This design comes from an exercise in tuning for small area, a short achievable clock period and few clock cycles per item on the open sky130 flow, not from production work. At most, simulation tests tie the RTL to the original design; equivalence was not proved. No activity file was given, so power comes from the tool's default toggle rates.

==> v23: inputs <==
## onp_calc
module onp_calc(
    input clk,
    input rst,
    input [3:0] in_data,
    input wr_data,
    output [31:0] result,
    output result_ready
    );
    reg  [23:0] P;
    reg         ps;
    reg  [20:0] S;
    reg         szero;    
    reg   [1:0] nzc;      
    reg  [13:0] M;
    reg         ms;
    reg   [1:0] nic;      
    reg         pmul;     
    reg         rdy;
    reg         init;
    reg t_dig, t_pm, t_sub, t_mul, t_eq, t_lp, t_rp;
    reg x4, x8, xs, y1, y2, yn;
    wire clr = rdy | init;
    wire tv  = t_dig | t_pm | t_mul | t_eq | t_lp | t_rp;
    reg [2:0] fst [0:4];
    wire inh = ~pmul;
    wire [2:0] ftop = fst[0];
    wire f_szero = ftop[2], f_inh = ftop[1], f_ms = ftop[0];
    integer i;
    always @(posedge clk)
        if (t_lp) begin
            fst[0] <= {szero, inh, ms};
            for (i = 1; i < 5; i = i + 1) fst[i] <= fst[i-1];
        end else if (t_rp) begin
  ...
==> module onp_calc, before the edit <==
module onp_calc(
    input clk,
    input rst,
    input [3:0] in_data,
    input wr_data,
    output [31:0] result,
    output result_ready
    );
    reg  [23:0] P;
    reg         ps;
    reg  [20:0] S;
    reg         szero;    
    reg   [1:0] nzc;      
    reg  [13:0] M;
    reg         ms;
    reg   [1:0] nic;      
    reg         pmul;     
    reg         rdy;
    reg         init;
    reg t_dig, t_pm, t_sub, t_mul, t_eq, t_lp, t_rp;
    reg x4, x8, xs, y1, y2, yn;
    wire clr = rdy | init;
    wire tv  = t_dig | t_pm | t_mul | t_eq | t_lp | t_rp;
    reg [2:0] fst [0:4];
    wire inh = ~pmul;
    wire [2:0] ftop = fst[0];
    wire f_szero = ftop[2], f_inh = ftop[1], f_ms = ftop[0];
    integer i;
    always @(posedge clk)
        if (t_lp) begin
            fst[0] <= {szero, inh, ms};
            for (i = 1; i < 5; i = i + 1) fst[i] <= fst[i-1];
        end else if (t_rp) begin
            for (i = 0; i < 4; i = i + 1) fst[i] <= fst[i+1];
        end
    reg ps_nx, szero_nx;
    always @* begin
        ps_nx = ps;
        if (clr | t_rp | t_eq) ps_nx = 1'b0;
        else if (t_pm) ps_nx = ms ^ t_sub;
        szero_nx = szero;
        if (clr | t_lp) szero_nx = 1'b1;
        else if (t_pm) szero_nx = 1'b0;
        else if (t_rp) szero_nx = f_szero;
    end
    wire [3:0] d = in_data;
    wire w_dig = wr_data & ~(d[3] & (d[2] | d[1]));
    wire w_as  = wr_data & (d == 4'hA || d == 4'hB || d == 4'hD || d == 4'hF);
    always @(posedge clk) begin
        t_dig <= w_dig;
        t_pm  <= wr_data & (d == 4'hA || d == 4'hB);
        t_mul <= wr_data & (d == 4'hC);
        t_eq  <= wr_data & (d == 4'hD);
        t_lp  <= wr_data & (d == 4'hE);
        t_rp  <= wr_data & (d == 4'hF);
        x4 <= w_dig & (d == 4'd3 || d == 4'd4 || d == 4'd5 || d == 4'd6);
        x8 <= w_dig & (d == 4'd7 || d == 4'd8 || d == 4'd9);
        xs <= w_as & ~szero_nx;
        y1 <= (w_dig & (d == 4'd1 || d == 4'd5 || d == 4'd9)) | (w_as & ~ps_nx);
        y2 <= w_dig & (d == 4'd2 || d == 4'd6);
        yn <= (w_dig & (d == 4'd3 || d == 4'd7)) | (w_as & ps_nx);
    end
    always @(posedge clk)
        t_sub <= d[0];
    wire [23:0] X = ({24{x4}} & {P[21:0], 2'b0})
                  | ({24{x8}} & {P[20:0], 3'b0})
                  | ({24{xs}} & {{3{S[20]}}, S});
    wire [23:0] Y = ({24{y1}} & P)
                  | ({24{y2}} & {P[22:0], 1'b0})
                  | ({24{yn}} & ~P);
    wire [24:0] sum1 = {X, 1'b1} + {Y, yn};
    wire [23:0] sum = sum1[24:1];
    reg [13:0] s0;
    reg [7:0]  s1;
    reg [7:0]  msave;
    wire held   = (nzc != 2'd0);
    wire push_s = t_pm & szero & held;
    wire pop_s  = t_rp & ~szero & held;
    always @(posedge clk) begin
        if (push_s) begin
            s0 <= S[13:0];
            s1 <= s0[7:0];
        end else if (pop_s) begin
            s0 <= {{6{s1[7]}}, s1};
        end
        if (t_lp & ~inh) msave <= M[7:0];
    end
    always @(posedge clk or posedge rst)
        if (rst) begin
            rdy <= 1'b0;
            init <= 1'b1;
        end else begin
            init <= 1'b0;
            rdy <= t_eq;
        end
    always @(posedge clk) begin
        szero <= szero_nx;
        if (clr) begin
            nzc <= 2'd0;
            nic <= 2'd0;
            pmul <= 1'b0;
        end else if (tv) begin
            pmul <= t_mul;
            if (t_lp) begin
                if (~szero) nzc <= nzc + 2'd1;
                if (~inh) nic <= nic + 2'd1;
            end
            if (t_rp) begin
                if (~f_szero) nzc <= nzc - 2'd1;
                if (~f_inh) nic <= nic - 2'd1;
            end
        end
    end
    always @(posedge clk) begin
        ps <= ps_nx;
        if (clr) begin
            P <= 24'd1;
            S <= 21'd0;
            M <= 14'd1;
            ms <= 1'b0;
        end else begin
            if (t_dig | t_rp | t_eq) P <= sum;
            if (t_pm) begin
                S <= sum[20:0];
                P <= {{10{M[13]}}, M};
            end
            if (t_lp) begin
                if (~inh) M <= P[13:0];
                ms <= ps;
            end
            if (t_rp) begin
                if (~szero) S <= held ? {{7{s0[13]}}, s0} : 21'd0;
                ms <= f_ms;
                if (~f_inh) M <= (nic == 2'd1) ? 14'd1 : {{6{msave[7]}}, msave};
            end
        end
    end
    assign result = {{8{P[23]}}, P};
    assign result_ready = rdy;
endmodule
export LEC_CHECK = 0
export CAP_MARGIN = 20
export CORE_MARGIN = 2
export CORE_UTILIZATION = 40
export CTS_BUF_LIST = sky130_fd_sc_hd__clkbuf_2 sky130_fd_sc_hd__clkbuf_8
export SLEW_MARGIN = 20
create_clock -name core_clock -period 9.0 [get_ports {clk}]
standard.sh (not shown) runs the stock make flow with config.mk's settings and CLKGATE_MAP_FILE= SYNTH_SCRIPT=/design/flow/synth_recipe.tcl, a recipe that flattens the netlist after the stock synthesis.
==> flow/flow/run.sh <==
#!/bin/bash
set -euo pipefail
MARGIN=6.0
bash standard.sh synth > synth.log 2>&1
bash standard.sh SETUP_SLACK_MARGIN=$MARGIN "BUFFER_PORTS_ARGS=-buffer_cell sky130_fd_sc_hd__buf_1" finish > layout.log 2>&1
==> v10 (differences from v23) <==
--- a/flow/config.mk
+++ b/flow/config.mk
@@ -9,4 +9,4 @@
 export CORE_MARGIN = 2
-export CORE_UTILIZATION = 40
-export CTS_BUF_LIST = sky130_fd_sc_hd__clkbuf_2 sky130_fd_sc_hd__clkbuf_8
+export CORE_UTILIZATION = 55
+export CTS_BUF_LIST = sky130_fd_sc_hd__clkbuf_8
 export SLEW_MARGIN = 20
==> v15 (differences from v23) <==
--- a/flow/design.v
+++ b/flow/design.v
@@ -11,6 +11,5 @@
     reg  [20:0] S;
-    reg         szero;    
-    reg   [1:0] nzc;      
     reg  [13:0] M;
     reg         ms;
+    reg         szero;    
     reg   [1:0] nic;      
@@ -20,6 +19,6 @@
     reg t_dig, t_pm, t_sub, t_mul, t_eq, t_lp, t_rp;
-    reg x4, x8, xs, y1, y2, yn;
+    reg x2, x4, x8, xs, y1, y2, yn;
     wire clr = rdy | init;
     wire tv  = t_dig | t_pm | t_mul | t_eq | t_lp | t_rp;
-    reg [2:0] fst [0:4];
+    reg [2:0] fst [0:5];
     wire inh = ~pmul;
@@ -31,7 +30,7 @@
             fst[0] <= {szero, inh, ms};
-            for (i = 1; i < 5; i = i + 1) fst[i] <= fst[i-1];
+            for (i = 1; i < 6; i = i + 1) fst[i] <= fst[i-1];
         end else if (t_rp) begin
-            for (i = 0; i < 4; i = i + 1) fst[i] <= fst[i+1];
+            for (i = 0; i < 5; i = i + 1) fst[i] <= fst[i+1];
         end
-    reg ps_nx, szero_nx;
+    reg ps_nx;
     always @* begin
@@ -40,6 +39,2 @@
         else if (t_pm) ps_nx = ms ^ t_sub;
-        szero_nx = szero;
-        if (clr | t_lp) szero_nx = 1'b1;
-        else if (t_pm) szero_nx = 1'b0;
-        else if (t_rp) szero_nx = f_szero;
     end
@@ -55,8 +50,9 @@
         t_rp  <= wr_data & (d == 4'hF);
-        x4 <= w_dig & (d == 4'd3 || d == 4'd4 || d == 4'd5 || d == 4'd6);
+        x2 <= w_dig & (d == 4'd2 || d == 4'd3);
+        x4 <= w_dig & (d == 4'd4 || d == 4'd5 || d == 4'd6);
         x8 <= w_dig & (d == 4'd7 || d == 4'd8 || d == 4'd9);
-        xs <= w_as & ~szero_nx;
-        y1 <= (w_dig & (d == 4'd1 || d == 4'd5 || d == 4'd9)) | (w_as & ~ps_nx);
-        y2 <= w_dig & (d == 4'd2 || d == 4'd6);
-        yn <= (w_dig & (d == 4'd3 || d == 4'd7)) | (w_as & ps_nx);
+        xs <= w_as;
+        y1 <= (w_dig & (d == 4'd1 || d == 4'd3 || d == 4'd5 || d == 4'd9)) | (w_as & ~ps_nx);
+        y2 <= w_dig & (d == 4'd6);
+        yn <= (w_dig & (d == 4'd7)) | (w_as & ps_nx);
     end
@@ -64,3 +60,4 @@
         t_sub <= d[0];
-    wire [23:0] X = ({24{x4}} & {P[21:0], 2'b0})
+    wire [23:0] X = ({24{x2}} & {P[22:0], 1'b0})
+                  | ({24{x4}} & {P[21:0], 2'b0})
                   | ({24{x8}} & {P[20:0], 3'b0})
@@ -72,17 +69,20 @@
     wire [23:0] sum = sum1[24:1];
-    reg [13:0] s0;
-    reg [7:0]  s1;
+    reg [16:0] s0;
+    reg [10:0] s1;
+    reg [4:0]  s2;
+    reg [1:0]  sc;
     reg [7:0]  msave;
-    wire held   = (nzc != 2'd0);
-    wire push_s = t_pm & szero & held;
-    wire pop_s  = t_rp & ~szero & held;
+    wire push_s = t_lp & ~szero;
+    wire pop_s  = t_rp & ~f_szero;
     always @(posedge clk) begin
-        if (push_s) begin
-            s0 <= S[13:0];
-            s1 <= s0[7:0];
-        end else if (pop_s) begin
-            s0 <= {{6{s1[7]}}, s1};
-        end
+        if (push_s && sc == 2'd0) s0 <= S[16:0];
+        if (push_s && sc == 2'd1) s1 <= S[10:0];
+        if (push_s && sc == 2'd2) s2 <= S[4:0];
         if (t_lp & ~inh) msave <= M[7:0];
     end
+    wire [16:0] pop_sv = sc == 2'd1 ? s0 : sc == 2'd2 ? {{6{s1[10]}}, s1} : {{12{s2[4]}}, s2};
+    always @(posedge clk)
+        if (clr) sc <= 2'd0;
+        else if (push_s) sc <= sc + 2'd1;
+        else if (pop_s) sc <= sc - 2'd1;
     always @(posedge clk or posedge rst)
@@ -95,6 +95,5 @@
         end
-    always @(posedge clk) begin
-        szero <= szero_nx;
+    always @(posedge clk)
         if (clr) begin
-            nzc <= 2'd0;
+            szero <= 1'b1;
             nic <= 2'd0;
@@ -103,4 +102,5 @@
             pmul <= t_mul;
+            if (t_pm) szero <= 1'b0;
             if (t_lp) begin
-                if (~szero) nzc <= nzc + 2'd1;
+                szero <= 1'b1;
                 if (~inh) nic <= nic + 2'd1;
@@ -108,3 +108,3 @@
             if (t_rp) begin
-                if (~f_szero) nzc <= nzc - 2'd1;
+                szero <= f_szero;
                 if (~f_inh) nic <= nic - 2'd1;
@@ -112,3 +112,2 @@
         end
-    end
     always @(posedge clk) begin
@@ -127,2 +126,3 @@
             if (t_lp) begin
+                S <= 21'd0;
                 if (~inh) M <= P[13:0];
@@ -131,3 +131,3 @@
             if (t_rp) begin
-                if (~szero) S <= held ? {{7{s0[13]}}, s0} : 21'd0;
+                S <= f_szero ? 21'd0 : {{4{pop_sv[16]}}, pop_sv};
                 ms <= f_ms;
==> flow/flow/run.sh (replaced) <==
#!/bin/bash
set -euo pipefail
bash standard.sh synth > synth.log 2>&1
bash standard.sh SETUP_SLACK_MARGIN=6.0 "BUFFER_PORTS_ARGS=-buffer_cell sky130_fd_sc_hd__buf_2" finish > layout.log 2>&1
--- a/flow/config.mk
+++ b/flow/config.mk
@@ -9,4 +9,3 @@
 export CORE_MARGIN = 2
-export CORE_UTILIZATION = 40
-export CTS_BUF_LIST = sky130_fd_sc_hd__clkbuf_2 sky130_fd_sc_hd__clkbuf_8
+export CORE_UTILIZATION = 60
 export SLEW_MARGIN = 20
==> v30 (differences from v23) <==
--- a/flow/flow/run.sh
+++ b/flow/flow/run.sh
@@ -2,3 +2,3 @@
 set -euo pipefail
-MARGIN=6.0
+MARGIN=6.3
 bash standard.sh synth > synth.log 2>&1
--- a/flow/config.mk
+++ b/flow/config.mk
@@ -7,2 +7,3 @@
 export LEC_CHECK = 0
+export ABC_AREA = 1
 export CAP_MARGIN = 20
@@ -10,3 +11,3 @@
 export CORE_UTILIZATION = 40
-export CTS_BUF_LIST = sky130_fd_sc_hd__clkbuf_2 sky130_fd_sc_hd__clkbuf_8
+export CTS_BUF_LIST = sky130_fd_sc_hd__clkbuf_8
 export SLEW_MARGIN = 20
==> qor summary <==
Result of the run: v23 timing/DRC/antenna clean; v15 timing/DRC/antenna clean; v10 timing/DRC/antenna clean; v30 timing/DRC/antenna clean
Fraction of standard cell area in multi-input logic: v23 48.4%; v15 45.1%; v10 49.3%; v30 42.4%
Clk Latency, worst-skew pair: v23 0.46 ns; v15 0.44 ns; v10 0.47 ns; v30 0.46 ns
Iteration-0 DRC count of the detailed router: v23 626; v15 624; v10 558; v30 637
Part of the total power dissipated in the clock network: v23 39.6%; v15 45.8%; v10 38.3%; v30 43.7%
Leak Pwr: v23 0.00302 uW; v15 0.00335 uW; v10 0.00300 uW; v30 0.00391 uW
Combined area of the multi-input logic cells: v23 0.00383 mm2; v15 0.00388 mm2; v10 0.00386 mm2; v30 0.00385 mm2
Post-Layout Inst Area: v23 0.00792 mm2; v15 0.00860 mm2; v10 0.00782 mm2; v30 0.00909 mm2
Vias in the first global route: v23 5,519; v15 5,791; v10 5,754; v30 7,087
Pwr per Cell Area: v23 157 mW/mm2; v15 189 mW/mm2; v10 157 mW/mm2; v30 137 mW/mm2
Portion of total power attributed to combinational logic: v23 9.6%; v15 9.2%; v10 9.9%; v30 7.5%
Number of fill cells: v23 1,735; v15 1,040; v10 1,127; v30 1,929
Starting utilization of the core area: v23 40.4%; v15 61.0%; v10 56.7%; v30 41.1%
Die area: v23 0.0191 mm2; v15 0.0137 mm2; v10 0.0140 mm2; v30 0.0206 mm2
Max-slew headroom: v23 43.4%; v15 36.7%; v10 29.0%; v30 44.6%
Proportion of cell area occupied by registers: v23 38.4%; v15 40.4%; v10 38.8%; v30 34.1%
Stage delay of the slowest cell on the critical path: v23 0.50 ns; v15 0.53 ns; v10 0.51 ns; v30 0.39 ns
Layout clock area frac: v23 4.95%; v15 7.28%; v10 4.70%; v30 4.75%
Count of unique library cells instantiated by Yosys: v23 69; v15 61; v10 69; v30 43
Combinational logic power: v23 120 uW; v15 149 uW; v10 122 uW; v30 94.0 uW
Final clock period utilization by the worst path: v23 32.6%; v15 33.0%; v10 32.8%; v30 30.9%
Arrival time reported for the critical path endpoint: v23 1.14 ns; v15 1.17 ns; v10 1.15 ns; v30 0.98 ns
Area Growth Syn to Fin: v23 10.2%; v15 12.1%; v10 8.86%; v30 16.9%
Total number of multi-input combinational cells: v23 566; v15 623; v10 566; v30 765
Testbench counts of v23, summed over its fixed seeds: cycles 30,450, exprs 2,400.
Testbench counts of v10, summed over its fixed seeds: cycles 30,450, exprs 2,400.
Testbench counts of v30, summed over its fixed seeds: cycles 30,450, exprs 2,400.
For v15, only the layout was checked, not whether the RTL still works.

## re-timing with driven ports
How much do the figures lean on ideal ports? The routed layouts below were timed once more, with nothing changed but the port constraints. Step 1 sets driving cells, clkbuf_16 on the clock port and buf_2 on the other inputs (assumed; they add their load-dependent delay and slew). Step 2 times the ports against the registers' clock, not the clock port: input delays grow and output delays shrink by t, the midpoint of the rising clock arrivals with the driver on. Slacks: ideal ports / drivers / drivers and shift; pairs: ideal ports / drivers.
| run | shift t [ns] | setup WS [ns] | worst register clock-pin slew, ns |
|---|---|---|---|
| v23 | 0.490 | 6.062 / 6.022 / 6.028 | 0.08 / 0.08 |
| v10 | 0.495 | 6.051 / 6.012 / 6.102 | 0.08 / 0.08 |
| v15 | 0.471 | 6.028 / 5.985 / 6.081 | 0.07 / 0.07 |
| v30 | 0.487 | 6.223 / 6.185 / 5.988 | 0.08 / 0.08 |
After both steps every run listed still meets setup and hold. For v30, which loses most, drivers alone change the setup slack by -0.038 ns; drivers and shift together by -0.235 ns.
